This is an optimization exercise on Yosys and OpenROAD, whose aim is small area and a short achievable clock period, not a production implementation. Where RTL was checked, it was by simulation tests only, not by an equivalence proof against the original. Only the layout flow was run in runs 5 to 7; the RTL was not checked for function there. Power is estimated from default activity; no workload was simulated.

===== design.v =====
module mult_top(
    input clk,
    input  [15:0] x,
    input  [15:0] y,
    output [31:0] p_out
    );
    wire [2:0] on0, tw0, ng0;
    genvar g;
    generate for (g = 0; g < 3; g = g + 1) begin : benc
        wire b2 = x[11+2*g], b1 = x[10+2*g], b0 = x[9+2*g];
        assign on0[g] = b1 ^ b0;
        assign tw0[g] = (b2 ^ b1) & ~(b1 ^ b0);
        assign ng0[g] = b2 & ~(b1 & b0);           
    end endgenerate
    wire sx0 = x[9];
    wire [9:0] ax = x[9:0] ^ {10{sx0}};
    wire l3 = ax[8], l2 = ax[7], l1 = ax[6], l0 = |ax[5:0];
    wire h80 = l3, h70 = ~l3 & l2, h60 = ~l3 & ~l2 & l1, h00 = ~l3 & ~l2 & ~l1 & l0;
    wire [8:0] x20 = {ax[8] & ~h80, ax[7] & ~h70, ax[6] & ~h60, ax[5:1], ax[0] & ~h00};
    wire ps = x[9] ^ y[15];
    wire [15:0] ya = y ^ {16{y[15]}};
    wire zy = ~(ya[14] | ya[13] | ya[12]);
    wire [9:0] xs = zy ? 10'd0 : ({1'b0, x20} ^ {10{ps}});
    wire [12:0] oa0 = ya[14] ? {xs[9], xs, 2'b0} : ya[13] ? {{2{xs[9]}}, xs, 1'b0} : {{3{xs[9]}}, xs};
    reg [15:0] y1; reg [2:0] on, tw, ng; reg sx, h8, h7, h6, h0; reg [12:0] oa1;
    always @(posedge clk) begin
        y1 <= y; on <= on0; tw <= tw0; ng <= ng0;
        sx <= sx0; h8 <= h80; h7 <= h70; h6 <= h60; h0 <= h00; oa1 <= oa0;
    end
    wire b0_0 = (y1[0]&on[0])^ng[0];
    wire b0_1 = ((y1[1]&on[0])|(y1[0]&tw[0]))^ng[0];
    wire b0_2 = ((y1[2]&on[0])|(y1[1]&tw[0]))^ng[0];
    wire b0_3 = ((y1[3]&on[0])|(y1[2]&tw[0]))^ng[0];
    wire b0_4 = ((y1[4]&on[0])|(y1[3]&tw[0]))^ng[0];
    wire b0_5 = ((y1[5]&on[0])|(y1[4]&tw[0]))^ng[0];
    wire b0_6 = ((y1[6]&on[0])|(y1[5]&tw[0]))^ng[0];
    wire b0_7 = ((y1[7]&on[0])|(y1[6]&tw[0]))^ng[0];
    wire b0_8 = ((y1[8]&on[0])|(y1[7]&tw[0]))^ng[0];
    wire b0_9 = ((y1[9]&on[0])|(y1[8]&tw[0]))^ng[0];
    wire b0_10 = ((y1[10]&on[0])|(y1[9]&tw[0]))^ng[0];
    wire b0_11 = ((y1[11]&on[0])|(y1[10]&tw[0]))^ng[0];
    wire b0_12 = ((y1[12]&on[0])|(y1[11]&tw[0]))^ng[0];
    wire b0_13 = ((y1[13]&on[0])|(y1[12]&tw[0]))^ng[0];
    wire b0_14 = ((y1[14]&on[0])|(y1[13]&tw[0]))^ng[0];
    wire b0_15 = ((y1[15]&on[0])|(y1[14]&tw[0]))^ng[0];
    wire b0_16 = ~((y1[15]^ng[0])&(on[0]|tw[0]));
    wire b1_0 = (y1[0]&on[1])^ng[1];
    wire b1_1 = ((y1[1]&on[1])|(y1[0]&tw[1]))^ng[1];
    wire b1_2 = ((y1[2]&on[1])|(y1[1]&tw[1]))^ng[1];
    wire b1_3 = ((y1[3]&on[1])|(y1[2]&tw[1]))^ng[1];
    wire b1_4 = ((y1[4]&on[1])|(y1[3]&tw[1]))^ng[1];
    wire b1_5 = ((y1[5]&on[1])|(y1[4]&tw[1]))^ng[1];
    wire b1_6 = ((y1[6]&on[1])|(y1[5]&tw[1]))^ng[1];
    wire b1_7 = ((y1[7]&on[1])|(y1[6]&tw[1]))^ng[1];
    wire b1_8 = ((y1[8]&on[1])|(y1[7]&tw[1]))^ng[1];
    wire b1_9 = ((y1[9]&on[1])|(y1[8]&tw[1]))^ng[1];
    wire b1_10 = ((y1[10]&on[1])|(y1[9]&tw[1]))^ng[1];
    wire b1_11 = ((y1[11]&on[1])|(y1[10]&tw[1]))^ng[1];
    wire b1_12 = ((y1[12]&on[1])|(y1[11]&tw[1]))^ng[1];
    wire b1_13 = ((y1[13]&on[1])|(y1[12]&tw[1]))^ng[1];
    wire b1_14 = ((y1[14]&on[1])|(y1[13]&tw[1]))^ng[1];
    wire b1_15 = ((y1[15]&on[1])|(y1[14]&tw[1]))^ng[1];
    wire b1_16 = ~((y1[15]^ng[1])&(on[1]|tw[1]));
    wire b2_0 = (y1[0]&on[2])^ng[2];
    wire b2_1 = ((y1[1]&on[2])|(y1[0]&tw[2]))^ng[2];
    wire b2_2 = ((y1[2]&on[2])|(y1[1]&tw[2]))^ng[2];
    wire b2_3 = ((y1[3]&on[2])|(y1[2]&tw[2]))^ng[2];
    wire b2_4 = ((y1[4]&on[2])|(y1[3]&tw[2]))^ng[2];
    wire b2_5 = ((y1[5]&on[2])|(y1[4]&tw[2]))^ng[2];
    wire b2_6 = ((y1[6]&on[2])|(y1[5]&tw[2]))^ng[2];
    wire b2_7 = ((y1[7]&on[2])|(y1[6]&tw[2]))^ng[2];
    wire b2_8 = ((y1[8]&on[2])|(y1[7]&tw[2]))^ng[2];
    wire b2_9 = ((y1[9]&on[2])|(y1[8]&tw[2]))^ng[2];
    wire b2_10 = ((y1[10]&on[2])|(y1[9]&tw[2]))^ng[2];
    wire b2_11 = ((y1[11]&on[2])|(y1[10]&tw[2]))^ng[2];
    wire b2_12 = ((y1[12]&on[2])|(y1[11]&tw[2]))^ng[2];
    wire b2_13 = ((y1[13]&on[2])|(y1[12]&tw[2]))^ng[2];
    wire b2_14 = ((y1[14]&on[2])|(y1[13]&tw[2]))^ng[2];
    wire b2_15 = ((y1[15]&on[2])|(y1[14]&tw[2]))^ng[2];
    wire b2_16 = ~((y1[15]^ng[2])&(on[2]|tw[2]));
    wire [15:0] ys = y1 ^ {16{sx}};
    wire [24:0] ob = ({25{h0}} & {{9{ys[15]}},ys}) | ({25{h6}} & {{3{ys[15]}},ys,6'b0}) | ({25{h7}} & {{2{ys[15]}},ys,7'b0}) | ({25{h8}} & {ys[15],ys,8'b0});
    wire ob24n = ~ob[24];
    wire oa12n = ~oa1[12];
    wire q1 = ng[1]^oa1[0];
    wire q2 = ng[1]&oa1[0];
    wire q3 = oa1[1]^ob[13];
    wire q4 = oa1[1]&ob[13];
    wire q5 = ng[2]^oa1[2]^ob[14];
    wire q6 = (ng[2]&oa1[2])|(ng[2]&ob[14])|(oa1[2]&ob[14]);
    wire q7 = b0_4^b1_2;
    wire q8 = b0_4&b1_2;
    wire q9 = oa1[3]^ob[15]^b0_5;
    wire q10 = (oa1[3]&ob[15])|(oa1[3]&b0_5)|(ob[15]&b0_5);
    wire q11 = b1_3^b2_1;
    wire q12 = b1_3&b2_1;
    wire q13 = oa1[4]^ob[16]^b0_6;
    wire q14 = (oa1[4]&ob[16])|(oa1[4]&b0_6)|(ob[16]&b0_6);
    wire q15 = b1_4^b2_2;
    wire q16 = b1_4&b2_2;
    wire q17 = oa1[5]^ob[17]^b0_7;
    wire q18 = (oa1[5]&ob[17])|(oa1[5]&b0_7)|(ob[17]&b0_7);
    wire q19 = b1_5^b2_3;
    wire q20 = b1_5&b2_3;
    wire q21 = oa1[6]^ob[18]^b0_8;
    wire q22 = (oa1[6]&ob[18])|(oa1[6]&b0_8)|(ob[18]&b0_8);
    wire q23 = b1_6^b2_4;
    wire q24 = b1_6&b2_4;
    wire q25 = oa1[7]^ob[19]^b0_9;
    wire q26 = (oa1[7]&ob[19])|(oa1[7]&b0_9)|(ob[19]&b0_9);
    wire q27 = b1_7^b2_5;
    wire q28 = b1_7&b2_5;
    wire q29 = oa1[8]^ob[20]^b0_10;
    wire q30 = (oa1[8]&ob[20])|(oa1[8]&b0_10)|(ob[20]&b0_10);
    wire q31 = b1_8^b2_6;
    wire q32 = b1_8&b2_6;
    wire q33 = oa1[9]^ob[21]^b0_11;
    wire q34 = (oa1[9]&ob[21])|(oa1[9]&b0_11)|(ob[21]&b0_11);
    wire q35 = b1_9^b2_7;
    wire q36 = b1_9&b2_7;
    wire q37 = oa1[10]^ob[22]^b0_12;
    wire q38 = (oa1[10]&ob[22])|(oa1[10]&b0_12)|(ob[22]&b0_12);
    wire q39 = b1_10^b2_8;
    wire q40 = b1_10&b2_8;
    wire q41 = oa1[11]^ob[23]^b0_13;
    wire q42 = (oa1[11]&ob[23])|(oa1[11]&b0_13)|(ob[23]&b0_13);
    wire q43 = b1_11^b2_9;
    wire q44 = b1_11&b2_9;
    wire q45 = oa12n^ob24n^b0_14;
    wire q46 = (oa12n&ob24n)|(oa12n&b0_14)|(ob24n&b0_14);
    wire q47 = b1_12^b2_10;
    wire q48 = b1_12&b2_10;
    wire q49 = 1'b1^b0_15^b1_13;
    wire q50 = (1'b1&b0_15)|(1'b1&b1_13)|(b0_15&b1_13);
    wire q51 = q1^ob[12];
    wire q52 = q1&ob[12];
    wire q53 = q2^b0_3^b1_1;
    wire q54 = (q2&b0_3)|(q2&b1_1)|(b0_3&b1_1);
    wire q55 = b2_0^q4^q7;
    wire q56 = (b2_0&q4)|(b2_0&q7)|(q4&q7);
    wire q57 = q8^q11^q6;
    wire q58 = (q8&q11)|(q8&q6)|(q11&q6);
    wire q59 = q12^q15^q10;
    wire q60 = (q12&q15)|(q12&q10)|(q15&q10);
    wire q61 = q16^q19^q14;
    wire q62 = (q16&q19)|(q16&q14)|(q19&q14);
    wire q63 = q20^q23^q18;
    wire q64 = (q20&q23)|(q20&q18)|(q23&q18);
    wire q65 = q24^q27^q22;
    wire q66 = (q24&q27)|(q24&q22)|(q27&q22);
    wire q67 = q28^q31^q26;
    wire q68 = (q28&q31)|(q28&q26)|(q31&q26);
    wire q69 = q32^q35^q30;
    wire q70 = (q32&q35)|(q32&q30)|(q35&q30);
    wire q71 = q36^q39^q34;
    wire q72 = (q36&q39)|(q36&q34)|(q39&q34);
    wire q73 = q40^q43^q38;
    wire q74 = (q40&q43)|(q40&q38)|(q43&q38);
    wire q75 = q44^q47^q42;
    wire q76 = (q44&q47)|(q44&q42)|(q47&q42);
    wire q77 = b2_11^q48^q46;
    wire q78 = (b2_11&q48)|(b2_11&q46)|(q48&q46);
    wire q79 = b0_16^b1_14^b2_12;
    wire q80 = (b0_16&b1_14)|(b0_16&b2_12)|(b1_14&b2_12);
    wire q81 = 1'b1^b1_15;
    wire q82 = 1'b1&b1_15;
    wire q83 = ng[0]^ob[10];
    wire q84 = ng[0]&ob[10];
    wire q85 = ob[11]^b0_1;
    wire q86 = ob[11]&b0_1;
    wire q87 = b0_2^b1_0^q51;
    wire q88 = (b0_2&b1_0)|(b0_2&q51)|(b1_0&q51);
    wire q89 = q52^q3^q53;
    wire q90 = (q52&q3)|(q52&q53)|(q3&q53);
    wire q91 = q5^q54^q55;
    wire q92 = (q5&q54)|(q5&q55)|(q54&q55);
    wire q93 = q9^q56^q57;
    wire q94 = (q9&q56)|(q9&q57)|(q56&q57);
    wire q95 = q13^q58^q59;
    wire q96 = (q13&q58)|(q13&q59)|(q58&q59);
    wire q97 = q17^q60^q61;
    wire q98 = (q17&q60)|(q17&q61)|(q60&q61);
    wire q99 = q21^q62^q63;
    wire q100 = (q21&q62)|(q21&q63)|(q62&q63);
    wire q101 = q25^q64^q65;
    wire q102 = (q25&q64)|(q25&q65)|(q64&q65);
    wire q103 = q29^q66^q67;
    wire q104 = (q29&q66)|(q29&q67)|(q66&q67);
    wire q105 = q33^q68^q69;
    wire q106 = (q33&q68)|(q33&q69)|(q68&q69);
    wire q107 = q37^q70^q71;
    wire q108 = (q37&q70)|(q37&q71)|(q70&q71);
    wire q109 = q41^q72^q73;
    wire q110 = (q41&q72)|(q41&q73)|(q72&q73);
    wire q111 = q45^q74^q75;
    wire q112 = (q45&q74)|(q45&q75)|(q74&q75);
    wire q113 = q49^q76^q77;
    wire q114 = (q49&q76)|(q49&q77)|(q76&q77);
    wire q115 = q50^q79^q78;
    wire q116 = (q50&q79)|(q50&q78)|(q79&q78);
    wire q117 = b2_13^q81^q80;
    wire q118 = (b2_13&q81)|(b2_13&q80)|(q81&q80);
    wire q119 = b1_16^b2_14^q82;
    wire q120 = (b1_16&b2_14)|(b1_16&q82)|(b2_14&q82);
    wire q121 = 1'b1^b2_15;
    wire q122 = 1'b1&b2_15;
    wire [31:0] ra = {1'b1,b2_16,q121,q119,q117,q115,q113,q111,q109,q107,q105,q103,q101,q99,q97,q95,q93,q91,q89,q87,q85,q83,ob[9],ob[8],ob[7],ob[6],ob[5],ob[4],ob[3],ob[2],ob[1],ob[0]};
    wire [31:0] rb = {1'b0,q122,q120,q118,q116,q114,q112,q110,q108,q106,q104,q102,q100,q98,q96,q94,q92,q90,q88,q86,q84,b0_0,1'b0,1'b0,1'b0,1'b0,1'b0,1'b0,1'b0,1'b0,1'b0,1'b0};
    wire [14:0] lo = ra[13:0] + rb[13:0];
    wire [17:0] gg = ra[31:14] & rb[31:14];    
    wire [17:0] pp = ra[31:14] ^ rb[31:14];    
    reg [13:0] r2lo; reg r2c; reg [17:0] r2g, r2p;
    always @(posedge clk) begin
        r2lo <= lo[13:0]; r2c <= lo[14]; r2g <= gg; r2p <= pp;
    end
    wire [17:0] cy;
    ks18 pfx(.g({r2g[16:0], r2c}), .p({r2p[16:0], 1'b0}), .c(cy));
    assign p_out = {r2p ^ cy, r2lo};
endmodule
module ks18(input [17:0] g, input [17:0] p, output [17:0] c);
    wire [17:0] gl [0:5];
    wire [17:0] pl [0:5];
    assign gl[0] = g;
    assign pl[0] = p;
    genvar l, i;
    generate for (l = 0; l < 5; l = l + 1) begin : lv
        for (i = 0; i < 18; i = i + 1) begin : bt
            if (i >= (1 << l)) begin : op
                assign gl[l+1][i] = gl[l][i] | (pl[l][i] & gl[l][i - (1 << l)]);
                assign pl[l+1][i] = pl[l][i] & pl[l][i - (1 << l)];
            end else begin : pass
                assign gl[l+1][i] = gl[l][i];
                assign pl[l+1][i] = pl[l][i];
            end
        end
    end endgenerate
    assign c = gl[5];
endmodule

===== flow/run.sh =====
#!/bin/bash
# The standard layout; the only change is the port buffer cell (buf_1 instead of the default).
set -euo pipefail
export BUFFER_PORTS_ARGS="-buffer_cell sky130_fd_sc_hd__buf_1"
bash standard.sh > standard.log 2>&1

===== standard.sh =====
#!/bin/bash
# synth_recipe.tcl (not shown) runs the flow's synth.tcl, then flattens the netlist and writes it again
# the make line also repeats each setting of config.mk as NAME=value (left out here)
make -C /OpenROAD-flow-scripts/flow DESIGN_CONFIG=/design/flow/config.mk WORK_HOME=/design/flow/orfs CLKGATE_MAP_FILE= SYNTH_SCRIPT=/design/flow/synth_recipe.tcl "${@:-finish}"

===== config.mk =====
export PLATFORM = sky130hd
export DESIGN_NAME = mult_top
export DESIGN_NICKNAME = mult_top
export VERILOG_FILES = /design/flow/design.v
export SDC_FILE = /design/flow/constraint.sdc
export NUM_CORES = 4
export LEC_CHECK = 0
export CAP_MARGIN = 20
export CORE_MARGIN = 2
export CORE_UTILIZATION = 60
export PLACE_DENSITY = 0.8
export SETUP_SLACK_MARGIN = 1.75
export SLEW_MARGIN = 20

===== constraint.sdc =====
create_clock -name core_clock -period 5.0 [get_ports {clk}]
set_input_delay 1.0000 -clock core_clock [delete_from_list [all_inputs] [get_ports {clk}]]
set_output_delay 1.0000 -clock core_clock [all_outputs]
set_load 0.01 [all_outputs]

==> results of run 1 <==
-- critical path, delay by kind of cell, from the launching register on --
family                   cells  cell delay, ns
XOR/XNOR                     1            0.20
buffers and inverters        2            0.10
flip-flops                   1            1.07
adder cells (fa/ha/maj)      4            1.66
-- cells in the mapped netlist, types with 2 or more instances --
library cell	number	area share (%)
a22o_1	2	0.28
o21ai_0	16	1.3
a221o_1	5	0.80
nand2_1	37	2.2
xnor2_1	47	6.5
mux2i_1	4	0.64
nand3b_1	2	0.24
and2_1	7	0.70
nor3b_1	2	0.24
o311ai_1	2	0.28
a221oi_1	12	1.7
nor2_1	21	1.3
a21o_1	11	1.3
a31oi_1	6	0.60
clkbuf_1	48	2.9
inv_1	62	3.7
nand3_1	7	0.56
nor2b_1	6	0.60
o211ai_1	3	0.36
nor3_1	3	0.24
o31ai_1	2	0.24
buf_2	5	0.40
dfxtp_1	90	29
fa_1	43	14
or2_2	2	0.20
o21ai_1	4	0.32
o22ai_1	4	0.40
a22oi_1	58	6.9
or3_1	3	0.30
nand4_1	2	0.20
xor2_1	43	6.0
nand2b_1	10	1.0
o221ai_1	2	0.28
o221a_2	4	0.72
a211oi_1	2	0.24
a21oi_1	24	1.9
ha_1	42	8.4
and3_1	5	0.50
-- cells by family after synthesis --
kind of cell,synth area share (%)
AND/OR/NAND/NOR,8.561
XOR/XNOR,12.54
flip-flops,28.67
adder cells (fa/ha/maj),22.22
multiplexers,0.6371
AO/OA/AOI/OAI,20.11
buffers and inverters,7.266
-- final cells by class --
| cell class | count | share of cell area (%) |
|---|---|---|
| tap | 136 | 2.514 |
| multi-input combinational | 462 | 59.92 |
| clock buffer | 9 | 1.830 |
| inverter | 63 | 3.494 |
| clock inverter | 7 | 1.608 |
| timing repair buffer | 67 | 3.919 |
| sequential | 90 | 26.71 |
-- state kept, by name, indices dropped and copies added (netlist names) --
register	count
r2g	17
r2p	17
y1	16
r2lo	14
oa1	11
ng	3
on	3
tw	3
h0	1
h6	1
h7	1
h8	1
r2c	1
sx	1
-- how the worst max path moves through the flow --
stage	startpoint	end	slack, ns
after floorplan	sx	r2p[9]	1.98
after global placement	sx	r2p[2]	1.60
after detailed placement	sx	r2p[10]	1.51
after CTS	r2c	p_out[25]	1.76
after global routing	r2c	p_out[31]	1.70
final	ng[1]	r2p[10]	1.84
-- per-stage QoR --
stage | setup WS, ns | hold slack, ns | cells
6_report | 1.842 | 0.7179 | 834
5_1_grt | 1.699 | 0.7052 | 834
4_1_cts | 1.758 | 0.7056 | 833
3_5_place_dp | 1.511 | 0.7502 | 817
3_3_place_gp | 1.597 | 0.7638 | 817
2_1_floorplan | 1.983 | 0.5636 | 670
-- power by group --
group          internal [mW]  switching, mW  leakage [nW]  total [mW]
Combinational          0.779          0.924          2.04        1.70
Clock                  0.293          0.271         0.118       0.564
Sequential             0.921          0.255         0.755        1.18
Total                   1.99           1.45          2.91        3.44
-- per-layer routing --
layer,global-route usage [%],part of all wire [%],up-vias
met5,0,0,-
met4,10.53,3.2,0
met3,4.292,5.3,31
met2,44.78,49,186
met1,32.80,42,2420
li1,-,-,2356
-- repair_timing --
item                                    CTS  global route
endpoints found under the setup margin   28            20
buffers inserted                          0             1
pin swaps                                 1             6
gates resized for setup                   4             8
==> run_results.csv, run 1 <==
group,metric,value,unit
yosys,postSynthAreaPerCell,9.380,um2
die,die_h,106.3,um
setup_path,crit_chain,"xnor2_1, ha_1, fa_1, inv_1, fa_1, inv_1, ha_1",
final_layout,nets,811,
final_layout,area_growth,7.685,%
routing,routed_via_density,5.987,
final_layout,seq_area,1808,um2
yosys,synthArstFlopShare,0,%
global_route,grt_antenna_before_repair,0,
place,placed_cell_area,6490,um2
place,hpwl,10910,um
power_and_ir_drop,power.leakage,2.914,nW
yosys,synth_edf_count,0,
yosys,synth.distinct_cells,60,
routing,drtIter0Drc,389,
setup_path,startpoint_type,"register",
setup_path,cp_max_fo,18,
sta,final-setup-viol-count,0,
worst_hold_path,min-delay-start,"y[3]",
setup_path,critical-path-max-stage-delay,1.07,ns
die,io-pin-count,65,
clock_tree,cts_buffer_depth,2,
global_route,grt-ovfl-total,0,
yosys,synth-main-ff-cell,"dfxtp_1",
die,core_area,10230,um2
sta,rsz0062_at_grt,"true",
sta,fin_setup_tns,0,ns
worst_hold_path,min_path_type,"in -> reg",
clock_tree,clkSinkCount,90,
setup_path,cp.required,5.26,ns
final_layout,final_core_util,66.15,%
final_layout,diodes,0,
yosys,syn_inst,670,
clock_tree,clock_latency,0.37,ns
final_layout,layout_commonest_cell,"dfxtp_1",
setup_path,arrival,3.42,ns
final_layout,mostFrequentLayoutCells,"dfxtp_1, inv_1, buf_1",
setup_path,r2r-start,"ng[1]",
final_layout,multi_input_area,4055,um2
die,rows,37,
place,gp_congestion,0.9570,
flow_run,drv_cap,0,
sta,slew_violations,0,
clock_tree,cts_tree,"built",
place,io_buffer_count,64,
power_and_ir_drop,total_power,3.442,mW
sta,fin_crit_sh,63.17,%
setup_path,r2r_slack,1.84,ns
global_route,grt_use_total,26.14,%
clock_tree,clockRootBuffer,"clkbuf_8",
routing,ant_nets,0,
clock_tree,htree_levels,3,
die,dieWidth,106.3,um
sta,hold_viol,0,
yosys,ys_warn_count,2,
worst_hold_path,hold_path_depth,1,
final_layout,final_area,6768,um2
routing,wl_per_cell,17.27,um
clock_tree,cts_buffers,9,
setup_path,rr_worst_depth,7,
sta,max_freq,316.6,MHz
outcome,outcome,"finished clean",
routing,dr.pass1.iters,6,
routing,totalWireLength,14400,um
clock_tree,path_clk_slew,0.09,ns
sta,fin_crit,3.158,ns
clock_tree,ctsHoldBuffers,0,
power_and_ir_drop,power.density,508.6,nW/um2
final_layout,fillCellCount,861,
sta,worstMarginPinSlew,1.130,ns
global_route,grt_max_degree,35,
setup_path,crit_slowest_cell,"dfxtp_1",
sta,finClkSkew,0.006597,ns
sta,slew-limit-headroom,24.58,%
yosys,synth_seq_cells,90,
routing,dr_total_vias,4993,
worst_hold_path,holdPathEnd,"y1[3]",
power_and_ir_drop,irDropWorstVdd,0.2748,mV
global_route,grt_pass1_wl,23350,um
setup_path,worstReg2RegEnd,"r2p[10]",
die,initial_core_util,61.43,%
final_layout,drive_above_1_share,5.874,%
yosys,synth.cell_area,6285,um2
global_route,grt_pass1_vias,4842,
yosys,synth_fp_nets,788,
setup_path,cp-end-kind,"register",
setup_path,critPathKind,"reg -> reg",
yosys,yosysSeqAreaShare,28.67,%
die,die-area,11310,um2
routing,remaining_drc_errors,0,
==> run 2, diff against run 1 <==
--- a/config.mk
+++ b/config.mk
@@ -10,4 +10,3 @@
 export CORE_UTILIZATION = 60
-export PLACE_DENSITY = 0.8
-export SETUP_SLACK_MARGIN = 1.75
+export SETUP_SLACK_MARGIN = 1.85
 export SLEW_MARGIN = 20
==> run_results.csv, run 2 <==
group,metric,value,unit
outcome,outcome,"finished clean",
power_and_ir_drop,irDropWorstVdd,0.2810,mV
die,io-pin-count,65,
routing,totalWireLength,14330,um
final_layout,top_regs,"r2g (17), r2p (17), y1 (16)",
global_route,grt-ovfl-total,0,
yosys,synth_edf_count,0,
setup_path,crit_start,"r2p[0]",
setup_path,cp-end-kind,"output pin",
yosys,synthArstFlopShare,0,%
die,rows,37,
power_and_ir_drop,p_comb_share,49.9,%
power_and_ir_drop,power.leakage,2.926,nW
power_and_ir_drop,p_sw,1.430,mW
setup_path,r2r_slack,1.96,ns
yosys,synth_fp_nets,788,
yosys,synth_top_area_share,28.67,%
sta,slew_violations,0,
setup_path,worstReg2RegEnd,"r2p[5]",
yosys,ys_warn_count,2,
yosys,syn_inst,670,
place,io_buffer_count,64,
die,initial_core_util,61.43,%
yosys,synth_seq_cells,90,
global_route,grt_use_total,26.08,%
yosys,ys_top_cells_by_count,"dfxtp_1, inv_1, a22oi_1, clkbuf_1, xnor2_1",
power_and_ir_drop,power.density,497.7,nW/um2
place,gp_congestion,0.8838,
global_route,grt_max_degree,35,
sta,fin_crit_sh,63.06,%
setup_path,cp_top_family,"compound AO/OA/AOI/OAI gates",
yosys,synth-main-ff-cell,"dfxtp_1",
power_and_ir_drop,swShare,42.20,%
setup_path,worst-path-stages,8,
place,hpwl,10950,um
sta,max_freq,317.2,MHz
final_layout,layout_commonest_cell,"dfxtp_1",
clock_tree,ctsHoldBuffers,0,
place,placed_cell_area,6482,um2
die,die-area,11310,um2
clock_tree,cts_tree,"built",
sta,finClkSkew,0.01209,ns
sta,fin_crit,3.153,ns
flow_run,drv_cap,0,
routing,wl_per_cell,17.10,um
clock_tree,cts_buffer_depth,2,
routing,drtIter0Drc,448,
yosys,yosysSeqAreaShare,28.67,%
power_and_ir_drop,internal_power,1.958,mW
final_layout,nets,815,
final_layout,final_area,6808,um2
yosys,synth.distinct_cells,60,
routing,dr_total_vias,4901,
final_layout,mostFrequentLayoutCells,"dfxtp_1, inv_1, buf_1",
setup_path,arrival,2.15,ns
sta,fin_setup_tns,0,ns
die,die_h,106.3,um
sta,rsz0062_at_grt,"true",
clock_tree,path_clk_slew,0.09,ns
final_layout,diodes,0,
yosys,postSynthAreaPerCell,9.380,um2
yosys,synth_top_cell_by_area,"dfxtp_1",
global_route,grt_pass1_wl,23290,um
die,dieWidth,106.3,um
yosys,yosysMostFrequentCell,"dfxtp_1",
setup_path,critPathKind,"reg -> out",
setup_path,crit_slowest_cell,"dfxtp_2",
setup_path,crit_chain,"ha_4, o211ai_1, a21oi_2, o2111ai_2, nand3b_1, buf_4, xor2_1, buf_2",
clock_tree,clock_latency,0.37,ns
sta,final-setup-viol-count,0,
clock_tree,clockRootBuffer,"clkbuf_8",
clock_tree,cts_buffers,9,
die,core_area,10230,um2
routing,remaining_drc_errors,0,
setup_path,r2r-start,"y1[12]",
final_layout,drive_above_1_share,8.547,%
sta,slew-limit-headroom,37.55,%
global_route,grt_antenna_before_repair,0,
setup_path,cp_num_buf_inv,2,
setup_path,cp_max_fo,3,
clock_tree,clkSinkCount,90,
clock_tree,htree_levels,3,
sta,worstMarginPinSlew,0.9368,ns
yosys,synth_area_leaders,"dfxtp_1, fa_1, ha_1",
yosys,synth.cell_area,6285,um2
routing,dr.pass1.iters,5,
setup_path,startpoint_type,"register",
setup_path,rr_worst_depth,8,
setup_path,critical-path-max-stage-delay,0.35,ns
power_and_ir_drop,seq_power_share,34.8,%
final_layout,area_growth,8.322,%
power_and_ir_drop,clockPowerShare,15.3,%
routing,ant_nets,0,
setup_path,cp.required,4.00,ns
setup_path,worstSetupEndpoint,"p_out[27]",
routing,routed_via_density,5.848,
worst_hold_path,min_path_type,"reg -> reg",
global_route,grt_pass1_vias,4759,
sta,hold_viol,0,
-- run 2: cell types whose count changed in the layout (fill, tap and decap cells not counted), moves of 2 or more --
cell,delta
xor2_1,-2
inv_8,-2
xor2_2,+2
dfxtp_1,-10
buf_2,+2
dfxtp_2,+10
buf_1,-2
buf_4,+4
clkinvlp_4,+2
-- run 2: through the flow --
stage / util (%) / total power [mW] / setup slack (ns) / hold slack (ns) / cells
final: 66.54 / 3.389 / 1.847 / 0.6544 / 838
after global routing: 66.54 / 3.716 / 1.785 / 0.6693 / 838
after CTS: 66.09 / 3.391 / 1.845 / 0.7041 / 836
after detailed placement: 63.36 / 2.832 / 1.393 / 0.7610 / 816
after global placement: 63.36 / 2.745 / 1.457 / 0.7760 / 816
after floorplan: - / 2.356 / 1.983 / 0.5636 / 670
-- run 2: logic make-up after synthesis --
logic type	after synthesis	synth area share (%)
flip-flops	90	28.67
adder cells (fa/ha/maj)	86	22.22
XOR/XNOR	90	12.54
multiplexers	4	0.6371
AO/OA/AOI/OAI	172	20.11
buffers and inverters	118	7.266
AND/OR/NAND/NOR	110	8.561
-- run 2: cell type report --
type | count | area (um2)
Multi-Input combinational cell | 462 | 4074
Fill cell | 874 | 3423
Sequential cell | 90 | 1821
Timing Repair Buffer | 71 | 297.8
Inverter | 63 | 236.5
Tap cell | 136 | 170.2
Clock buffer | 10 | 137.6
Clock inverter | 6 | 71.32
-- run 2: power by group through the flow --
stage          sequential, mW  combinational (mW)  clock [mW]
3_3_place_gp             1.17                1.58           0
3_5_place_dp             1.18                1.65           0
4_1_cts                  1.17                1.70       0.527
2_1_floorplan            1.07                1.29           0
6_report                 1.18                1.69       0.517
5_1_grt                  1.20                1.96       0.556
-- run 2: repair_timing --
action	CTS	global route
setup buffers	4	2
setup endpoints to repair	34	19
gates resized for setup	13	14
hold endpoints to repair	0	0
pin swaps	6	7
-- run 2: worst min path at each step --
stage                     startpoint        to  slack (ns)  cells after the start
after detailed placement          h0   r2lo[1]        0.76                      1
after CTS                       y[0]     y1[0]        0.70                      1
after global placement            h0   r2lo[1]        0.78                      1
final                             h0   r2lo[2]        0.65                      1
after global routing              h0   r2lo[3]        0.67                      1
after floorplan                ng[0]  r2lo[10]        0.56                      2
-- run 2: metal layers --
metal / GRT usage (%) / share of wire (%) / vias to the layer above
met2: 45.33 / 49 / 161
li1: - / - / 2360
met1: 33.27 / 44 / 2352
met5: 0 / 0 / -
met3: 2.636 / 4.4 / 28
met4: 10.53 / 2.6 / 0
==> run 3, diff against run 2 <==
--- a/config.mk
+++ b/config.mk
@@ -10,3 +10,3 @@
 export CORE_UTILIZATION = 60
-export SETUP_SLACK_MARGIN = 1.85
+export SETUP_SLACK_MARGIN = 1.7
 export SLEW_MARGIN = 20
==> run_results.csv, run 3 <==
group,metric,value,unit
outcome,outcome,"finished clean",
yosys,postSynthAreaPerCell,9.380,um2
final_layout,mostFrequentLayoutCells,"dfxtp_1, buf_1, inv_1",
yosys,ys_warn_count,2,
final_layout,final_core_util,65.76,%
final_layout,nets,811,
setup_path,critPathKind,"reg -> out",
power_and_ir_drop,power.density,496.1,nW/um2
power_and_ir_drop,irDropWorstVdd,0.2735,mV
final_layout,area_growth,7.048,%
setup_path,cp-end-kind,"output pin",
routing,ant_nets,0,
routing,wl_per_cell,17.03,um
final_layout,layout_commonest_cell,"dfxtp_1",
sta,worstMarginPinSlew,1.070,ns
power_and_ir_drop,total_power,3.338,mW
yosys,synth_top_area_share,28.67,%
yosys,synth_edf_count,0,
routing,routed_via_density,5.830,
setup_path,cp.required,4.00,ns
routing,drtIter0Drc,473,
sta,rsz0062_at_grt,"true",
yosys,synth_top_cell_by_area,"dfxtp_1",
flow_run,drv_cap,0,
yosys,synthArstFlopShare,0,%
final_layout,multi_input_area,4039,um2
sta,finClkSkew,0.01241,ns
worst_hold_path,hold_path_depth,1,
yosys,synth-main-ff-cell,"dfxtp_1",
die,io-pin-count,65,
setup_path,arrival,2.21,ns
global_route,grt_antenna_before_repair,0,
setup_path,cp_max_fo,3,
setup_path,crit_start,"r2p[0]",
setup_path,rr_worst_depth,10,
clock_tree,clockRootBuffer,"clkbuf_8",
clock_tree,cts_buffer_depth,2,
yosys,synth_seq_cells,90,
routing,totalWireLength,14200,um
final_layout,diodes,0,
routing,remaining_drc_errors,0,
setup_path,startpoint_type,"register",
place,gp_congestion,0.8838,
routing,dr.pass1.iters,6,
yosys,ys_top_cells_by_count,"dfxtp_1, inv_1, a22oi_1, clkbuf_1, xnor2_1",
die,rows,37,
setup_path,r2r-start,"y1[8]",
clock_tree,path_clk_slew,0.10,ns
global_route,grt_pass1_wl,23120,um
sta,hold_ws,0.7109,ns
die,initial_core_util,61.43,%
yosys,yosysMostFrequentCell,"dfxtp_1",
yosys,syn_inst,670,
sta,final-setup-viol-count,0,
setup_path,worstSetupEndpoint,"p_out[31]",
setup_path,worstReg2RegEnd,"r2p[1]",
die,dieWidth,106.3,um
sta,fin_setup_tns,0,ns
place,hpwl,10950,um
yosys,synth.distinct_cells,60,
yosys,yosysSeqAreaShare,28.67,%
worst_hold_path,min_path_type,"in -> reg",
clock_tree,cts_buffers,9,
die,core_area,10230,um2
final_layout,seq_area,1809,um2
clock_tree,ctsHoldBuffers,0,
yosys,synth.cell_area,6285,um2
sta,hold_viol,0,
final_layout,top_regs,"r2g (17), r2p (17), y1 (16)",
yosys,synth_area_leaders,"dfxtp_1, fa_1, ha_1",
setup_path,crit_slowest_cell,"dfxtp_2",
place,io_buffer_count,64,
sta,timing.final.ws_setup,1.790,ns
yosys,synth_fp_nets,788,
place,dp_slack,1.393,ns
final_layout,fillCellCount,871,
die,die_h,106.3,um
final_layout,drive_above_1_share,5.731,%
sta,max_freq,311.5,MHz
sta,fin_crit_sh,64.20,%
setup_path,critical-path-max-stage-delay,0.34,ns
die,die-area,11310,um2
routing,dr_total_vias,4862,
sta,slew_violations,0,
global_route,grt_pass1_vias,4715,
global_route,grt_use_total,25.91,%
setup_path,r2r_slack,1.85,ns
clock_tree,clock_latency,0.37,ns
clock_tree,cts_tree,"built",
global_route,grt_max_degree,35,
power_and_ir_drop,power.leakage,2.889,nW
sta,fin_crit,3.210,ns
clock_tree,clkSinkCount,90,
clock_tree,htree_levels,3,
global_route,grt-ovfl-total,0,
setup_path,crit_chain,"ha_2, o211ai_1, a21oi_2, o2111ai_2, nand3b_1, a221oi_1, buf_1",
sta,slew-limit-headroom,28.55,%
## run 3: logic make-up (layout without fill, tap and decap cells)
group | Yosys count | in the layout | share of synthesized area, %
compound gates | 172 | 172 | 20.11
buf+inv | 118 | 146 | 7.266
simple gates | 110 | 110 | 8.561
xor+xnor | 90 | 90 | 12.54
flops | 90 | 90 | 28.67
fa+ha+maj | 86 | 86 | 22.22
mux | 4 | 4 | 0.6371
## run 3: critical path: cells and delay by family (launching register included)
family | cells | cell delay, ns
AOI/OAI and AO/OA | 4 | 0.98
adders and majority gates | 1 | 0.18
buffers and inverters | 1 | 0.18
DFF | 1 | 0.34
and+or+nand+nor | 1 | 0.16
## run 3: how the worst min path moves through the flow
| stage | from | end | slack, ns |
|---|---|---|---|
| 2_1_floorplan | ng[0] | r2lo[10] | 0.56 |
| 5_1_grt | y[1] | y1[1] | 0.71 |
| 4_1_cts | y[0] | y1[0] | 0.70 |
| 3_3_place_gp | h0 | r2lo[1] | 0.78 |
| 6_report | y[2] | y1[2] | 0.71 |
| 3_5_place_dp | h0 | r2lo[1] | 0.76 |
## run 3: per-layer routing
metal	routed length (um)	GRT usage (%)	vias to the layer above	part of all wire, %
met1	6322	33.15	2323	45
met5	0	0	-	0
met2	6939	44.87	154	49
li1	-	-	2357	-
met3	573	2.636	28	4.0
met4	368	10.53	0	2.6
## run 3: cell type report
type	instances	share of cell area [%]
clock buffer	10	2.046
clock inverter	6	1.060
inverter	63	3.515
multi-input combinational	462	60.03
sequential	90	26.89
tap	136	2.529
timing repair buffer	67	3.924
## run 3: timing repair
action	CTS	global route
pin swaps	0	4
resized for setup	2	8
buffers inserted	0	2
endpoints found under the setup margin	27	16
## run 3: report_power, final
group / internal, mW / switching [mW]
Sequential: 0.921 / 0.250
Combinational: 0.757 / 0.894
Clock: 0.250 / 0.266
## run 3: stage by stage
step                      cell area [um2]  std cells
final                                6728        834
after global routing                 6728        834
after CTS                            6699        832
after detailed placement             6482        816
after global placement               6482        816
after floorplan                      6285        670
==> run 4, diff against run 3 <==
--- a/config.mk
+++ b/config.mk
@@ -10,3 +10,3 @@
 export CORE_UTILIZATION = 60
-export SETUP_SLACK_MARGIN = 1.7
+export SETUP_SLACK_MARGIN = 1.75
 export SLEW_MARGIN = 20
==> run_results.csv, run 4 <==
group,metric,value,unit
sta,slew-limit-headroom,28.72,%
place,dp_slack,1.393,ns
clock_tree,clkSinkCount,90,
global_route,grt_use_total,25.99,%
final_layout,nets,815,
setup_path,critPathKind,"reg -> out",
place,io_buffer_count,64,
routing,highest_layer,"met4",
setup_path,cp-end-kind,"output pin",
power_and_ir_drop,seq_power_share,34.8,%
final_layout,multi_input_area,4045,um2
sta,hold_ws,0.7140,ns
die,dieWidth,106.3,um
yosys,synth.distinct_cells,60,
sta,final-setup-viol-count,0,
place,placed_cell_area,6482,um2
routing,wl_met1,6212,um
power_and_ir_drop,p_sw,1.416,mW
clock_tree,htree_levels,3,
routing,wl_met2,7020,um
global_route,grt_pass1_wl,23160,um
setup_path,crit_start,"r2p[0]",
final_layout,drive_above_1_share,6.980,%
yosys,synth.cell_area,6285,um2
setup_path,r2r-start,"sx",
final_layout,layout_commonest_cell,"dfxtp_1",
final_layout,area_growth,7.705,%
yosys,postSynthAreaPerCell,9.380,um2
setup_path,startpoint_type,"register",
worst_hold_path,min_path_type,"in -> reg",
place,hpwl,10950,um
routing,totalWireLength,14180,um
final_layout,fillCellCount,869,
sta,fin_setup_tns,0,ns
routing,remaining_drc_errors,0,
yosys,synthArstFlopShare,0,%
clock_tree,clock_latency,0.37,ns
outcome,outcome,"finished clean",
power_and_ir_drop,power.leakage,2.915,nW
sta,rsz0062_at_grt,"true",
die,die_h,106.3,um
final_layout,final_core_util,66.16,%
final_layout,final_area,6769,um2
sta,max_freq,318.3,MHz
setup_path,cp_max_fo,3,
global_route,grt_antenna_before_repair,0,
die,core_area,10230,um2
setup_path,arrival,2.14,ns
routing,dr_total_vias,4875,
yosys,synth_fp_nets,788,
yosys,yosysMostFrequentCell,"dfxtp_1",
sta,fin_crit,3.142,ns
yosys,yosysSeqAreaShare,28.67,%
sta,fin_crit_sh,62.84,%
power_and_ir_drop,total_power,3.364,mW
yosys,synth_top_cell_by_area,"dfxtp_1",
yosys,ys_warn_count,2,
final_layout,top_regs,"r2g (17), r2p (17), y1 (16)",
yosys,ys_top_cells_by_count,"dfxtp_1, inv_1, a22oi_1, clkbuf_1, xnor2_1",
clock_tree,cts_tree,"built",
sta,timing.final.ws_setup,1.858,ns
yosys,synth_seq_cells,90,
routing,wl_per_cell,16.92,um
yosys,syn_inst,670,
final_layout,instances_no_fill,838,
setup_path,cp.required,4.00,ns
global_route,grt-ovfl-total,0,
clock_tree,cts_buffers,9,
power_and_ir_drop,internal_power,1.948,mW
die,die-area,11310,um2
final_layout,diodes,0,
clock_tree,cts_buffer_depth,2,
power_and_ir_drop,irDropWorstVdd,0.3195,mV
yosys,synth_edf_count,0,
routing,routed_via_density,5.817,
routing,dr.pass1.iters,6,
place,gp_congestion,0.8838,
clock_tree,path_clk_slew,0.09,ns
die,io-pin-count,65,
routing,ant_nets,0,
sta,hold_viol,0,
die,initial_core_util,61.43,%
power_and_ir_drop,swShare,42.09,%
die,rows,37,
clock_tree,clockRootBuffer,"clkbuf_8",
final_layout,mostFrequentLayoutCells,"dfxtp_1, inv_1, buf_1",
power_and_ir_drop,p_comb_share,50.0,%
yosys,synth-main-ff-cell,"dfxtp_1",
place,dp.cells,816,
global_route,grt_pass1_vias,4720,
final_layout,seq_area,1812,um2
sta,finClkSkew,0.009152,ns
sta,worstMarginPinSlew,1.068,ns
power_and_ir_drop,power.density,497.0,nW/um2
power_and_ir_drop,clockPowerShare,15.3,%
flow_run,drv_cap,0,
global_route,grt_max_degree,35,
routing,drtIter0Drc,461,
worst_hold_path,min-delay-start,"y[2]",
yosys,synth_area_leaders,"dfxtp_1, fa_1, ha_1",
yosys,synth_top_area_share,28.67,%
routing,met3_length,613,um
sta,slew_violations,0,
==> run 4: changes by cell type in the layout (fill, tap and decap cells not counted), sizes merged <==
cell    change
clkbuf      +1
buf         +3
==> run 4: logic make-up after synthesis <==
group / after synthesis / share of synthesized area [%]
compound gates: 172 / 20.11
xor+xnor: 90 / 12.54
fa+ha+maj: 86 / 22.22
buf+inv: 118 / 7.266
flops: 90 / 28.67
mux: 4 / 0.6371
simple gates: 110 / 8.561
==> run 4: final timing paths <==
path | depth (start not counted) | endpoint | slack, ns
worst min register to register | 2 | r2lo[9] | 0.75
worst max register to register | 8 | r2p[6] | 1.93
worst min-delay path | 1 | y1[2] | 0.71
worst max-delay path | 8 | p_out[29] | 1.86
==> run 4: what timing repair did <==
item,4_1_cts,5_1_grt
setup endpoints to repair,31,18
setup buffers,1,5
pin swaps,2,7
resized for setup,4,12
hold buffers,0,0
==> run 4: critical path: stages, from the launching register on <==
cell	delay [ns]
dfxtp_2	0.34
ha_2	0.18
o211ai_1	0.13
a21oi_2	0.26
o2111ai_2	0.19
buf_4	0.19
a31o_2	0.19
a31oi_1	0.15
buf_2	0.16
==> run 4: per-layer routing <==
layer | track usage [%] | up-vias
met3 | 2.636 | 23
li1 | - | 2364
met1 | 33.15 | 2351
met4 | 10.53 | 0
met2 | 45.15 | 137
met5 | 0 | -
==> run 4: cell type report <==
class | count | area share [%]
clock buffers | 10 | 2.033
clock inverters | 6 | 1.054
inverters | 63 | 3.494
multi-input cells | 462 | 59.76
flip-flops and latches | 90 | 26.77
well taps | 136 | 2.514
repair buffers | 71 | 4.381
==> run 4: power groups by stage <==
| stage | clock network, mW | registers (mW) | logic (mW) |
|---|---|---|---|
| 5_1_grt | 0.555 | 1.20 | 1.94 |
| 6_report | 0.513 | 1.17 | 1.68 |
| 3_3_place_gp | 0 | 1.17 | 1.58 |
| 3_5_place_dp | 0 | 1.18 | 1.65 |
| 4_1_cts | 0.527 | 1.16 | 1.67 |
| 2_1_floorplan | 0 | 1.07 | 1.29 |
==> run 5, diff against run 4 <==
--- a/design.v
+++ b/design.v
@@ -227,5 +227,5 @@
         for (i = 0; i < 18; i = i + 1) begin : bt
-            if (i >= (1 << l)) begin : op
-                assign gl[l+1][i] = gl[l][i] | (pl[l][i] & gl[l][i - (1 << l)]);
-                assign pl[l+1][i] = pl[l][i] & pl[l][i - (1 << l)];
+            if ((i >> l) & 1) begin : op
+                assign gl[l+1][i] = gl[l][i] | (pl[l][i] & gl[l][((i >> l) << l) - 1]);
+                assign pl[l+1][i] = pl[l][i] & pl[l][((i >> l) << l) - 1];
             end else begin : pass
==> run_results.csv, run 5 <==
group,metric,value,unit
yosys,synth_top_cell_by_area,"dfxtp_1",
sta,slew_violations,0,
clock_tree,cts_buffer_depth,2,
clock_tree,clock_latency,0.37,ns
yosys,ys_warn_count,2,
routing,wl_per_cell,17.75,um
sta,fin_crit,3.437,ns
power_and_ir_drop,power.density,492.4,nW/um2
clock_tree,cts_buffers,9,
yosys,synth_fp_nets,767,
global_route,grt_pass1_vias,4670,
outcome,outcome,"finished clean",
routing,remaining_drc_errors,0,
power_and_ir_drop,seq_power_share,34.0,%
clock_tree,clkSinkCount,90,
yosys,synth_area_leaders,"dfxtp_1, fa_1, ha_1",
die,rows,36,
yosys,syn_inst,645,
final_layout,drive_above_1_share,8.997,%
yosys,synth_edf_count,0,
sta,max_freq,290.9,MHz
sta,rsz0062_at_grt,"true",
sta,hold_viol,0,
sta,slew-limit-headroom,31.35,%
routing,drtIter0Drc,388,
sta,fin_crit_sh,68.75,%
routing,routed_via_density,5.882,
yosys,ys_top_cells_by_count,"dfxtp_1, inv_1, a22oi_1, xnor2_1",
routing,ant_nets,0,
routing,totalWireLength,14400,um
routing,dr.pass1.iters,5,
final_layout,top_regs,"r2g (17), r2p (17), y1 (16)",
global_route,grt_max_degree,35,
die,dieWidth,105.0,um
die,initial_core_util,62.36,%
clock_tree,ctsHoldBuffers,0,
yosys,synthArstFlopShare,0,%
yosys,yosysMostFrequentCell,"dfxtp_1",
yosys,synth-main-ff-cell,"dfxtp_1",
place,hpwl,10470,um
power_and_ir_drop,swShare,41.29,%
die,die-area,11030,um2
setup_path,arrival,2.44,ns
setup_path,critPathKind,"reg -> out",
sta,finClkSkew,0.01726,ns
place,io_buffer_count,64,
setup_path,cp_max_fo,6,
global_route,grt_pass1_wl,23290,um
final_layout,diodes,0,
sta,final-setup-viol-count,0,
yosys,postSynthAreaPerCell,9.494,um2
global_route,grt-ovfl-total,0,
final_layout,nets,796,
setup_path,cp.required,4.00,ns
place,gp_congestion,0.8802,
setup_path,startpoint_type,"register",
final_layout,area_growth,10.11,%
setup_path,cp-end-kind,"output pin",
yosys,synth.distinct_cells,60,
setup_path,crit_slowest_cell,"dfxtp_1",
power_and_ir_drop,p_sw,1.371,mW
power_and_ir_drop,p_comb_share,50.9,%
power_and_ir_drop,internal_power,1.949,mW
flow_run,drv_cap,0,
worst_hold_path,min_path_type,"in -> reg",
final_layout,layout_commonest_cell,"dfxtp_1",
final_layout,mostFrequentLayoutCells,"dfxtp_1, inv_1, a22oi_1",
sta,worstMarginPinSlew,1.028,ns
power_and_ir_drop,irDropWorstVdd,0.2831,mV
clock_tree,htree_levels,3,
sta,fin_setup_tns,0,ns
power_and_ir_drop,power.leakage,2.919,nW
setup_path,critical-path-max-stage-delay,0.38,ns
yosys,synth_seq_cells,90,
yosys,synth_top_area_share,29.42,%
power_and_ir_drop,total_power,3.320,mW
setup_path,r2r_slack,1.91,ns
global_route,grt_antenna_before_repair,0,
clock_tree,path_clk_slew,0.10,ns
clock_tree,cts_tree,"built",
power_and_ir_drop,clockPowerShare,15.1,%
clock_tree,clockRootBuffer,"clkbuf_8",
setup_path,crit_chain,"and4_1, a31o_1, nor3_1, a21oi_1, buf_4, or2_4, ha_4, nor2_2, xnor2_1, buf_2",
die,io-pin-count,65,
routing,dr_total_vias,4770,
die,die_h,105.0,um
global_route,grt_use_total,26.87,%
yosys,yosysSeqAreaShare,29.42,%
die,core_area,9819,um2
yosys,synth.cell_area,6123,um2
==> run 5: cell count changes after synthesis, sizes merged, moves of 3 or more <==
| cell | before | now |
|---|---|---|
| inv | 62 | 65 |
| a21oi | 24 | 21 |
| o21ai | 21 | 14 |
| nand3 | 7 | 4 |
| a21o | 12 | 3 |
| ha | 42 | 46 |
| nand2 | 37 | 29 |
| nor3 | 3 | 10 |
| xor2 | 43 | 37 |
==> run 5: layer usage <==
layer / track usage [%] / up-vias / share of wire (%)
met5: 0 / - / 0
met4: 11.05 / 0 / 3.1
met3: 4.928 / 35 / 6.0
met2: 44.29 / 190 / 47
met1: 34.75 / 2282 / 44
li1: - / 2263 / -
==> run 5: stage by stage <==
stage / util, % / hold WS, ns / worst slack [ns] / instances / area [um2]
3_3_place_gp: 64.53 / 0.8010 / 1.625 / 790 / 6336
3_5_place_dp: 64.53 / 0.8014 / 1.503 / 790 / 6336
6_report: 68.67 / 0.7116 / 1.563 / 811 / 6743
4_1_cts: 67.48 / 0.6979 / 1.552 / 810 / 6626
2_1_floorplan: - / 0.5636 / 2.026 / 645 / 6123
5_1_grt: 68.67 / 0.6956 / 1.433 / 811 / 6743
==> run 5: what timing repair did <==
action | in CTS | in global routing
pin swaps | 9 | 5
resized for setup | 16 | 25
buffers inserted | 5 | 1
setup endpoints to repair | 31 | 22
==> run 5: path summary, 6_finish.rpt <==
| path | startpoint | depth (start not counted) | endpoint |
|---|---|---|---|
| worst max-delay path | r2p[9] | 10 | p_out[30] |
| worst min-delay path | y[9] | 1 | y1[9] |
| worst max register to register | y1[8] | 8 | r2p[2] |
| worst min register to register | h0 | 1 | r2lo[3] |
==> run 5: worst max-delay path: cells and delay by family (launching register included) <==
family,cells,cell delay (ns)
AOI/OAI and AO/OA,2,0.36
xor gates and xnor gates,1,0.11
adders and majority gates,1,0.16
buffers and inverters,2,0.30
DFF,1,0.38
and+or+nand+nor,4,0.78
==> run 5: layout make-up <==
class | count | area (um2)
Multi-Input combinational cell | 435 | 4000
Fill cell | 806 | 3077
Sequential cell | 90 | 1810
Timing Repair Buffer | 72 | 321.6
Inverter | 66 | 247.7
Tap cell | 133 | 166.4
Clock buffer | 9 | 123.9
Clock inverter | 6 | 72.57
==> run 5: power by group through the flow <==
stage	Combinational, mW	Clock [mW]	Sequential (mW)
3_5_place_dp	1.54	0	1.11
6_report	1.69	0.503	1.13
2_1_floorplan	1.17	0	1.02
5_1_grt	1.94	0.546	1.15
3_3_place_gp	1.47	0	1.10
4_1_cts	1.62	0.520	1.10
==> run 5: cell families after synthesis <==
kind of cell               synth area share, %
AOI/OAI and AO/OA                        18.19
adders and majority gates                23.64
xor gates and xnor gates                 12.01
and+or+nand+nor                          8.766
buffers and inverters                    7.458
DFF                                      29.42
muxes                                   0.5108
==> run 6, diff against run 5 <==
--- a/design.v
+++ b/design.v
@@ -26,6 +26,6 @@
     always @(posedge clk) begin
-        y1 <= y; on <= on0; tw <= tw0; ng <= ng0;
+        y1 <= y ^ {16{sx0}}; on <= on0; tw <= tw0; ng <= ng0 ^ ({3{sx0}} & (on0 | tw0));
         sx <= sx0; h8 <= h80; h7 <= h70; h6 <= h60; h0 <= h00; oa1 <= oa0;
     end
-    wire b0_0 = (y1[0]&on[0])^ng[0];
+    wire b0_0 = ((y1[0]&on[0])|(sx&tw[0]))^ng[0];
     wire b0_1 = ((y1[1]&on[0])|(y1[0]&tw[0]))^ng[0];
@@ -46,3 +46,3 @@
     wire b0_16 = ~((y1[15]^ng[0])&(on[0]|tw[0]));
-    wire b1_0 = (y1[0]&on[1])^ng[1];
+    wire b1_0 = ((y1[0]&on[1])|(sx&tw[1]))^ng[1];
     wire b1_1 = ((y1[1]&on[1])|(y1[0]&tw[1]))^ng[1];
@@ -63,3 +63,3 @@
     wire b1_16 = ~((y1[15]^ng[1])&(on[1]|tw[1]));
-    wire b2_0 = (y1[0]&on[2])^ng[2];
+    wire b2_0 = ((y1[0]&on[2])|(sx&tw[2]))^ng[2];
     wire b2_1 = ((y1[1]&on[2])|(y1[0]&tw[2]))^ng[2];
@@ -80,3 +80,4 @@
     wire b2_16 = ~((y1[15]^ng[2])&(on[2]|tw[2]));
-    wire [15:0] ys = y1 ^ {16{sx}};
+    wire [2:0] sf = ng ^ ({3{sx}} & (on | tw));
+    wire [15:0] ys = y1;
     wire [24:0] ob = ({25{h0}} & {{9{ys[15]}},ys}) | ({25{h6}} & {{3{ys[15]}},ys,6'b0}) | ({25{h7}} & {{2{ys[15]}},ys,7'b0}) | ({25{h8}} & {ys[15],ys,8'b0});
@@ -84,8 +85,8 @@
     wire oa12n = ~oa1[12];
-    wire q1 = ng[1]^oa1[0];
-    wire q2 = ng[1]&oa1[0];
+    wire q1 = sf[1]^oa1[0];
+    wire q2 = sf[1]&oa1[0];
     wire q3 = oa1[1]^ob[13];
     wire q4 = oa1[1]&ob[13];
-    wire q5 = ng[2]^oa1[2]^ob[14];
-    wire q6 = (ng[2]&oa1[2])|(ng[2]&ob[14])|(oa1[2]&ob[14]);
+    wire q5 = sf[2]^oa1[2]^ob[14];
+    wire q6 = (sf[2]&oa1[2])|(sf[2]&ob[14])|(oa1[2]&ob[14]);
     wire q7 = b0_4^b1_2;
@@ -166,4 +167,4 @@
     wire q82 = 1'b1&b1_15;
-    wire q83 = ng[0]^ob[10];
-    wire q84 = ng[0]&ob[10];
+    wire q83 = sf[0]^ob[10];
+    wire q84 = sf[0]&ob[10];
     wire q85 = ob[11]^b0_1;
@@ -227,5 +228,5 @@
         for (i = 0; i < 18; i = i + 1) begin : bt
-            if ((i >> l) & 1) begin : op
-                assign gl[l+1][i] = gl[l][i] | (pl[l][i] & gl[l][((i >> l) << l) - 1]);
-                assign pl[l+1][i] = pl[l][i] & pl[l][((i >> l) << l) - 1];
+            if (i >= (1 << l)) begin : op
+                assign gl[l+1][i] = gl[l][i] | (pl[l][i] & gl[l][i - (1 << l)]);
+                assign pl[l+1][i] = pl[l][i] & pl[l][i - (1 << l)];
             end else begin : pass
==> run_results.csv, run 6 <==
group,metric,value,unit
outcome,outcome,"finished clean",
routing,remaining_drc_errors,0,
final_layout,drive_above_1_share,5.756,%
place,dp.cells,870,
sta,final-setup-viol-count,0,
yosys,synth.distinct_cells,62,
place,hpwl,10700,um
yosys,synthMuxAreaShare,0.7821,%
clock_tree,clock_latency,0.38,ns
global_route,grt_pass1_vias,4804,
final_layout,final_core_util,65.15,%
yosys,synth_xor_area_share,12.29,%
yosys,synth-main-ff-cell,"dfxtp_1",
routing,ant_nets,0,
routing,totalWireLength,14110,um
yosys,synth.cell_area,6559,um2
setup_path,cp.required,4.00,ns
die,core_area,10750,um2
power_and_ir_drop,power.leakage,3.027,nW
power_and_ir_drop,irDropWorstVdd,0.3660,mV
setup_path,cp-end-kind,"output pin",
clock_tree,cts_buffers,9,
place,dp_slack,1.870,ns
place,gp_congestion,0.8421,
final_layout,instances_no_fill,887,
yosys,synth_top_cell_by_area,"dfxtp_1",
yosys,synthArstFlopShare,0,%
sta,finClkSkew,0.02045,ns
final_layout,layout_commonest_cell,"dfxtp_1",
clock_tree,path_clk_slew,0.10,ns
yosys,post_synth_and_or_nand_nor_area_fraction,9.710,%
clock_tree,cts_tree,"built",
setup_path,cp_max_fo,3,
yosys,synth_fp_nets,843,
yosys,ys_warn_count,2,
yosys,syn_inst,725,
setup_path,critPathKind,"reg -> out",
clock_tree,clockRootBuffer,"clkbuf_8",
sta,worstMarginPinSlew,1.075,ns
setup_path,arrival,2.17,ns
global_route,grt_antenna_before_repair,0,
yosys,synth-adder-area-share,21.14,%
final_layout,fillCellCount,918,
place,io_buffer_count,64,
routing,wl_per_cell,15.90,um
final_layout,diodes,0,
yosys,synth_top_family_by_area,"adder cells",
yosys,synth_area_leaders,"dfxtp_1, fa_1, ha_1",
yosys,yosysSeqAreaShare,27.47,%
sta,slew_violations,0,
die,die-area,11780,um2
routing,routed_via_density,5.803,
sta,rsz0062_at_grt,"true",
flow_run,drv_cap,0,
yosys,synth_seq_cells,90,
setup_path,startpoint_type,"register",
sta,fin_crit_sh,63.36,%
global_route,grt_pass1_wl,23140,um
final_layout,mostFrequentLayoutCells,"dfxtp_1, inv_1, a22oi_1",
yosys,synth_top_area_share,27.47,%
yosys,synth_compound_area_share,20.34,%
clock_tree,htree_levels,3,
routing,dr.pass1.iters,7,
routing,dr_total_vias,5147,
global_route,grt-ovfl-total,0,
global_route,grt_use_total,25.19,%
final_layout,nets,860,
sta,fin_setup_tns,0,ns
yosys,yosysMostFrequentCell,"dfxtp_1",
clock_tree,cts_buffer_depth,2,
sta,max_freq,315.6,MHz
final_layout,top_regs,"r2g (17), r2p (17), y1 (16)",
sta,hold_ws,0.6740,ns
routing,drtIter0Drc,577,
worst_hold_path,min_path_type,"reg -> reg",
power_and_ir_drop,power.density,544.6,nW/um2
final_layout,area_growth,6.734,%
die,die_h,108.6,um
yosys,synth_edf_count,0,
yosys,ys_top_cells_by_count,"dfxtp_1, inv_1, a22oi_1, xor2_1, xnor2_1",
yosys,postSynthAreaPerCell,9.047,um2
global_route,grt_max_degree,39,
sta,fin_crit,3.168,ns
sta,hold_viol,0,
sta,slew-limit-headroom,28.24,%
die,io-pin-count,65,
die,dieWidth,108.6,um
sta,timing.final.ws_setup,1.832,ns
clock_tree,clkSinkCount,90,
die,initial_core_util,61.04,%
die,rows,38,
==> run 6: changes by cell type after synthesis, moves of 6 or more <==
| cell | previous run | this run |
|---|---|---|
| a21o_1 | 3 | 11 |
| a21oi_1 | 20 | 31 |
| a22oi_1 | 58 | 69 |
| buf_2 | 5 | 19 |
| clkbuf_1 | 46 | 36 |
| inv_1 | 65 | 76 |
| nand2_1 | 29 | 35 |
| nor2_1 | 23 | 29 |
| o21ai_0 | 8 | 15 |
| xor2_1 | 37 | 47 |
==> run 6: path summary, 6_finish.rpt <==
kind,start,endpoint,slack (ns),depth (start not counted)
hold reg to reg,y1[5],r2lo[5],0.67,1
setup reg to reg,ng[1],r2c,1.88,9
setup / recovery,r2p[0],p_out[31],1.83,7
hold / removal,y1[5],r2lo[5],0.67,1
==> run 6: cells by family (layout without fill, tap and decap cells) <==
group           count (synthesis)  after routing
mux                             5              5
fa+ha+maj                      85             85
compound gates                187            187
simple gates                  128            128
xor+xnor                       92             92
flops                          90             90
buf+inv                       138            160
==> run 6: where the power goes <==
| group | switching [mW] | internal (mW) | leakage (nW) |
|---|---|---|---|
| clock | 0.278 | 0.254 | 0.107 |
| combinational | 1.10 | 0.943 | 2.17 |
| sequential | 0.286 | 0.951 | 0.754 |
==> run 6: worst max-delay path, cell delays in order, from the launching register on <==
cell and delay, ns:
dfxtp_2 0.36, ha_4 0.16, o211ai_1 0.27, a21oi_2 0.15, o2111ai_2 0.28, nand3b_1 0.19
a211oi_2 0.22, clkbuf_2 0.16
==> run 6: layout make-up <==
cell class	count	area (um2)	share of cell area, %
repair buffers	67	269.0	3.843
inverters	77	289.0	4.129
well taps	140	175.2	2.502
clock buffers	10	137.6	1.966
multi-input cells	497	4244	60.63
flip-flops and latches	90	1805	25.79
clock inverters	6	80.08	1.144
==> run 6: timing repair <==
action,CTS,global route
endpoints found under the hold margin,0,0
setup buffers,0,1
hold buffers,0,0
pin swaps,1,7
gates resized for setup,1,13
endpoints found under the setup margin,3,6
==> run 6: per-layer routing <==
metal / track usage, % / up-vias / part of all wire, %
li1: - / 2516 / -
met1: 33.87 / 2442 / 45
met2: 40.45 / 167 / 47
met3: 4.400 / 22 / 5.3
met4: 9.890 / 0 / 2.3
met5: 0 / - / 0
==> run 6: metrics by stage <==
step,instance area (um2),total power [mW]
2_1_floorplan,6559,2.740
3_3_place_gp,6736,3.191
3_5_place_dp,6736,3.289
4_1_cts,6960,3.834
5_1_grt,7000,4.278
6_report,7000,3.812
==> run 7, diff against run 6 <==
--- a/design.v
+++ b/design.v
@@ -209,16 +209,16 @@
     wire [31:0] rb = {1'b0,q122,q120,q118,q116,q114,q112,q110,q108,q106,q104,q102,q100,q98,q96,q94,q92,q90,q88,q86,q84,b0_0,1'b0,1'b0,1'b0,1'b0,1'b0,1'b0,1'b0,1'b0,1'b0,1'b0};
-    wire [14:0] lo = ra[13:0] + rb[13:0];
-    wire [17:0] gg = ra[31:14] & rb[31:14];    
-    wire [17:0] pp = ra[31:14] ^ rb[31:14];    
-    reg [13:0] r2lo; reg r2c; reg [17:0] r2g, r2p;
+    wire [16:0] lo = ra[15:0] + rb[15:0];
+    wire [15:0] gg = ra[31:16] & rb[31:16];    
+    wire [15:0] pp = ra[31:16] ^ rb[31:16];    
+    reg [15:0] r2lo; reg r2c; reg [15:0] r2g, r2p;
     always @(posedge clk) begin
-        r2lo <= lo[13:0]; r2c <= lo[14]; r2g <= gg; r2p <= pp;
+        r2lo <= lo[15:0]; r2c <= lo[16]; r2g <= gg; r2p <= pp;
     end
-    wire [17:0] cy;
-    ks18 pfx(.g({r2g[16:0], r2c}), .p({r2p[16:0], 1'b0}), .c(cy));
+    wire [15:0] cy;
+    ks16 pfx(.g({r2g[14:0], r2c}), .p({r2p[14:0], 1'b0}), .c(cy));
     assign p_out = {r2p ^ cy, r2lo};
 endmodule
-module ks18(input [17:0] g, input [17:0] p, output [17:0] c);
-    wire [17:0] gl [0:5];
-    wire [17:0] pl [0:5];
+module ks16(input [15:0] g, input [15:0] p, output [15:0] c);
+    wire [15:0] gl [0:4];
+    wire [15:0] pl [0:4];
     assign gl[0] = g;
@@ -226,4 +226,4 @@
     genvar l, i;
-    generate for (l = 0; l < 5; l = l + 1) begin : lv
-        for (i = 0; i < 18; i = i + 1) begin : bt
+    generate for (l = 0; l < 4; l = l + 1) begin : lv
+        for (i = 0; i < 16; i = i + 1) begin : bt
             if (i >= (1 << l)) begin : op
@@ -237,3 +237,3 @@
     end endgenerate
-    assign c = gl[5];
+    assign c = gl[4];
 endmodule
==> run_results.csv, run 7 <==
group,metric,value,unit
outcome,outcome,"finished clean",
yosys,synth_seq_cells,88,
power_and_ir_drop,seq_power_share,31.0,%
die,rows,37,
yosys,synth_edf_count,0,
place,hpwl,10300,um
setup_path,crit_chain,"a21o_1, a221o_1, a221oi_2, nor2_1, a21oi_2, xnor2_1, buf_2",
final_layout,diodes,0,
worst_hold_path,min_path_type,"reg -> reg",
routing,dr_total_vias,4897,
sta,slew_violations,0,
power_and_ir_drop,irDropWorstVdd,0.3453,mV
power_and_ir_drop,internal_power,2.157,mW
power_and_ir_drop,p_comb_share,56.5,%
clock_tree,htree_levels,3,
yosys,synth_top_area_share,27.68,%
die,die_h,107.0,um
global_route,grt_pass1_wl,23030,um
setup_path,critical-path-max-stage-delay,0.37,ns
setup_path,cp.required,4.00,ns
power_and_ir_drop,power.leakage,3.017,nW
clock_tree,cts_buffers,9,
setup_path,critPathKind,"reg -> out",
clock_tree,path_clk_slew,0.10,ns
final_layout,drive_above_1_share,9.850,%
final_layout,layout_commonest_cell,"inv_1",
setup_path,arrival,2.23,ns
die,io-pin-count,65,
global_route,grt_max_degree,41,
worst_hold_path,min-delay-start,"y1[1]",
final_layout,final_area,6902,um2
global_route,grt-ovfl-total,0,
sta,fin_setup_tns,0,ns
place,dp_slack,1.683,ns
sta,fin_crit,3.228,ns
clock_tree,ctsHoldBuffers,0,
global_route,grt_antenna_before_repair,0,
yosys,synth.distinct_cells,52,
yosys,ys_top_cells_by_count,"inv_1, dfxtp_1, a22oi_1, xnor2_1, clkbuf_1",
setup_path,rr_worst_depth,11,
power_and_ir_drop,clockPowerShare,12.4,%
routing,ant_nets,0,
clock_tree,clock_latency,0.39,ns
power_and_ir_drop,power.density,557.5,nW/um2
sta,finClkSkew,0.01406,ns
yosys,synth_fp_nets,816,
routing,wl_per_cell,15.78,um
die,die-area,11450,um2
yosys,synth_area_leaders,"dfxtp_1, fa_1, ha_1",
final_layout,seq_area,1797,um2
yosys,synth-main-ff-cell,"dfxtp_1",
setup_path,cp-end-kind,"output pin",
routing,remaining_drc_errors,0,
sta,timing.final.ws_setup,1.772,ns
power_and_ir_drop,total_power,3.847,mW
final_layout,area_growth,8.455,%
routing,routed_via_density,5.648,
place,placed_cell_area,6583,um2
yosys,synth_top_cell_by_area,"dfxtp_1",
setup_path,r2r_slack,1.94,ns
sta,hold_viol,0,
setup_path,r2r-start,"h0",
die,initial_core_util,61.64,%
routing,drtIter0Drc,312,
setup_path,worstSetupEndpoint,"p_out[29]",
setup_path,startpoint_type,"register",
setup_path,worstReg2RegEnd,"r2c",
sta,max_freq,309.8,MHz
setup_path,cp_top_family,"compound AO/OA/AOI/OAI gates",
flow_run,drv_cap,0,
setup_path,crit_slowest_cell,"a221oi_2",
[run 7: power by group through the flow]
| stage | Sequential (mW) | Combinational (mW) | Clock, mW |
|---|---|---|---|
| floorplan | 1.07 | 1.70 | 0 |
| CTS | 1.17 | 2.18 | 0.491 |
| detailed placement | 1.18 | 2.14 | 0 |
| finish | 1.19 | 2.17 | 0.479 |
| global route | 1.22 | 2.58 | 0.520 |
| global placement | 1.17 | 2.06 | 0 |
[run 7: metal layers]
metal / up-vias / share of wire (%) / global-route usage (%)
met1: 2330 / 46 / 34.30
met4: 0 / 2.9 / 10.02
li1: 2415 / - / -
met2: 126 / 48 / 42.45
met3: 26 / 3.4 / 2.918
met5: - / 0 / 0
[run 7: cells by family after synthesis]
logic type	after synthesis	synth area share, %
AND/OR/NAND/NOR	101	7.471
buffers and inverters	148	8.867
adder cells (fa/ha/maj)	85	21.79
AO/OA/AOI/OAI	177	20.45
flip-flops	88	27.68
multiplexers	5	0.8061
XOR/XNOR	94	12.94
[run 7: how the worst min path moves through the flow]
| stage | end |
|---|---|
| 6_report | r2lo[1] |
| 3_5_place_dp | r2lo[5] |
| 2_1_floorplan | r2lo[4] |
| 3_3_place_gp | r2lo[5] |
| 5_1_grt | r2lo[3] |
| 4_1_cts | r2lo[5] |
[run 7: stage by stage]
step / utilization (%) / instances / hold slack (ns)
floorplan: - / 698 / 0.6676
detailed placement: 63.76 / 845 / 0.6710
global placement: 63.76 / 845 / 0.6688
CTS: 66.11 / 865 / 0.6902
global route: 66.85 / 867 / 0.6339
finish: 66.85 / 867 / 0.6109
[run 7: final cells by class]
type                            instances  share of cell area (%)
Inverter                               91                   4.949
Clock buffer                            9                   1.795
Timing Repair Buffer                   74                   4.659
Clock inverter                          7                   1.051
Multi-Input combinational cell        462                   59.05
Sequential cell                        88                   26.03
Tap cell                              136                   2.466
[run 7: worst register-to-register path, stage by stage (launching register included)]
cell and delay (ns):
dfxtp_1 0.50, a22o_1 0.31, a221oi_1 0.37, fa_1 0.26
inv_1 0.05, fa_1 0.47, inv_1 0.05, fa_1 0.47
inv_1 0.04, ha_1 0.29, o21ai_0 0.09, nand2b_1 0.07
[run 7: repair_timing]
| action | 4_1_cts | 5_1_grt |
|---|---|---|
| resized for setup | 10 | 30 |
| setup endpoints to repair | 8 | 8 |
| buffers inserted | 4 | 2 |
| pin swaps | 5 | 12 |
